Background: an optimization exercise with open tools, aiming at small area and a short achievable clock period. Do not read the settings as production practice. In this exercise RTL edits were held to simulation tests only and were not proved equivalent to the original.

Setup of exp/tundra:
## fft
module fft(rst,s,x0,x1,x2,x3,x4,x5,x6,x7,real_out,img_out,clk);
For scale: about 8800 cells after synthesis, roughly 360 flip-flops, ~330 I/O pins.
clock: 72.0 ns
lec_check: 0
abc_area: 1
cap_margin: 20
core_margin: 2
core_utilization: 40
slew_margin: 20
standard.sh (not shown) runs the stock make flow with config.mk's settings and CLKGATE_MAP_FILE= SYNTH_SCRIPT=/design/flow/synth_recipe.tcl, a recipe that flattens the netlist after the stock synthesis.
==> flow/flow/run.sh <==
#!/bin/bash
# The standard layout (standard.sh) with three changes:
#  - synthesis maps the logic with ABC's area mapper: the standard flow's synthesis script
#    (synth_recipe.tcl, unchanged) runs with the ABC script flow/abc_amap.script
#    in place of ORFS's abc_area.script. Registers are mapped before ABC runs,
#    so they are the standard synthesis's;
#  - the timing repair steps (floorplan, CTS, global route) aim for a setup
#    slack of SETUP_SLACK_MARGIN ns; the SDC and clock period are unchanged;
#  - every input and output port gets a buf_2 as its buffer.
# Tool output: standard.log here, and ORFS's logs under orfs/logs.
set -e
W=$PWD
cat > $W/synth_abc.tcl <<EOT
proc abc {args} {
  set i [lsearch -exact \$args -script]
  if {\$i >= 0} { lset args [expr {\$i + 1}] $W/flow/abc_amap.script }
  yosys abc {*}\$args
}
source $W/synth_recipe.tcl
EOT
sed -e "s|SYNTH_SCRIPT=[^ ]*|SYNTH_SCRIPT=$W/synth_abc.tcl|" standard.sh > standard_abc.sh
export SETUP_SLACK_MARGIN=48
export BUFFER_PORTS_ARGS="-buffer_cell sky130_fd_sc_hd__buf_2"
bash standard_abc.sh > standard.log 2>&1
==> flow/flow/abc_amap.script <==
strash
dch
amap
topo
stime -c
buffer -c
upsize -c
dnsize -c
## Diff of input files: exp/sierra against exp/tundra
==> flow/flow/run.sh <==
#!/bin/bash
export SETUP_SLACK_MARGIN=47
export BUFFER_PORTS_ARGS="-buffer_cell sky130_fd_sc_hd__buf_2"
bash standard.sh > standard.log 2>&1
removed: flow/flow/abc_amap.script
--- outcome ---
Per the final summary, exp/sierra finished and its layout is clean on timing, DRC and antenna.
Compare exp/tundra and exp/sierra | number of inverters outside the clock class in the layout higher: exp/sierra
Cmp exp/tundra and exp/sierra / total met2 wirelength after detailed routing / higher: exp/sierra
From exp/tundra to exp/sierra the numbers moved as follows: total wirelength of the detailed-routed design was more or less identical, post-route non-filler standard cell count went up by 1916.
Diff exp/tundra -> exp/sierra: via count went up by 4.2%, layout-stage area growth over the synthesis result went down by 21 points.
The following lists how exp/ember was set up differently from exp/sierra:
Settings: PLACE_DENSITY newly set to 0.8; CORE_UTILIZATION changed from 40 to 65.
==> flow/flow/run.sh <==
#!/bin/bash
# The standard layout (standard.sh) with these changes:
#  - synthesis: the standard flow's synthesis script (synth_recipe.tcl, unchanged) runs
#    with ABC's area mapper (flow/abc_amap.script) in place of ORFS's abc_area.script, and without Yosys's extract_fa, so ABC maps the adders too. Registers are mapped before either step, so they
#    are the standard synthesis's;
#  - the timing repair steps (floorplan, CTS, global route) aim for a setup
#    slack of SETUP_SLACK_MARGIN ns; the SDC and clock period are unchanged;
#  - every input and output port gets a buf_2 as its buffer.
# Tool output: standard.log here, and ORFS's logs under orfs/logs.
set -e
W=$PWD
cat > $W/synth_own.tcl <<EOT
proc extract_fa {args} { puts "extract_fa skipped" }
proc abc {args} {
  set i [lsearch -exact \$args -script]
  if {\$i >= 0 && "abc_amap.script" ne ""} { lset args [expr {\$i + 1}] $W/flow/abc_amap.script }
  yosys abc {*}\$args
}
source $W/synth_recipe.tcl
EOT
sed -e "s|SYNTH_SCRIPT=[^ ]*|SYNTH_SCRIPT=$W/synth_own.tcl|" standard.sh > standard_own.sh
export SETUP_SLACK_MARGIN=44
export BUFFER_PORTS_ARGS="-buffer_cell sky130_fd_sc_hd__buf_2"
bash standard_own.sh > standard.log 2>&1
==> flow/flow/abc_amap.script (new file) <==
strash
balance
rewrite
refactor
balance
rewrite
rewrite -z
balance
refactor -z
rewrite -z
balance
dch
amap
topo
stime -c
buffer -c
upsize -c
dnsize -c
Results
Looking only at fraction of standard cell area that is sequential, and setting everything else aside, the higher value of exp/sierra and exp/ember goes to exp/ember.
Of exp/ember and exp/sierra, it is exp/ember that has the lower area of the die.
Min number of iterations in the first detailed-routing pass across exp/sierra and exp/ember: exp/sierra
exp/sierra → exp/ember: simple-gate share of the synthesized area decreased by 4.2 points relative to the old numbers.
For the clock network contribution to total cell area, exp/ember came in 0.48 points higher than exp/sierra did.
Per the comparison of exp/ember with exp/sierra, non-clock buffer count has increased; worst hold slack after final layout has decreased; wire length on met3 has increased; adder-cell area share of the yosys netlist has decreased.
Relative to exp/ember, the following input files were edited for exp/willow:
-- flow/flow/run.sh --
<<< exp/ember, line 22
export SETUP_SLACK_MARGIN=44
>>> exp/willow, line 22
export SETUP_SLACK_MARGIN=45
Findings:
From exp/ember to exp/willow the numbers moved as follows: routed wire length now larger, number of buffers added for setup after CTS now larger.
exp/willow -> exp/ember: cell area reported after detailed placement delta 0, exact match
exp/willow has more setup slack than exp/ember.
Looking at worst setup path startpoint, the qW[1]$_DFF_P_ result is from exp/willow; the qW[24]$_DFF_P_ one comes from exp/ember.
exp/ember and exp/willow ended up with roughly the same global routing usage summed across all routing layers.
Between exp/ember and exp/willow, buffering stage count on the worst path with inverters included is lower for exp/willow, exp/ember comes in above that.

port drivers added, routing unchanged:
Ports are ideal in the flow. The routed layouts listed here were re-timed in OpenROAD.
Step 1 sets driving cells, clkbuf_16 on the clock port and buf_2 on the other inputs (assumed; they add their load-dependent delay and slew).
Step 2 times the ports against the registers' clock, not the clock port: input delays grow and output delays shrink by t, the midpoint of the rising clock arrivals with the driver on.
Three values: ideal ports, drivers, drivers and shift; two values: the first two.
| run | t (ns) | setup WS [ns] | worst setup path after step 2 |
|---|---|---|---|
| exp/tundra | 0.657 | 47.026 / 46.963 / 47.350 | input to register |
| exp/sierra | 0.667 | 47.696 / 47.631 / 47.209 | input to register |
| exp/ember | 0.663 | 44.781 / 44.708 / 44.505 | input to register |
| exp/willow | 0.664 | 45.080 / 45.006 / 45.035 | input to register |
After both steps setup and hold are still met in every run listed. The setup slack of exp/sierra, which loses most, moves by -0.065 ns with the drivers and by -0.487 ns with both steps.
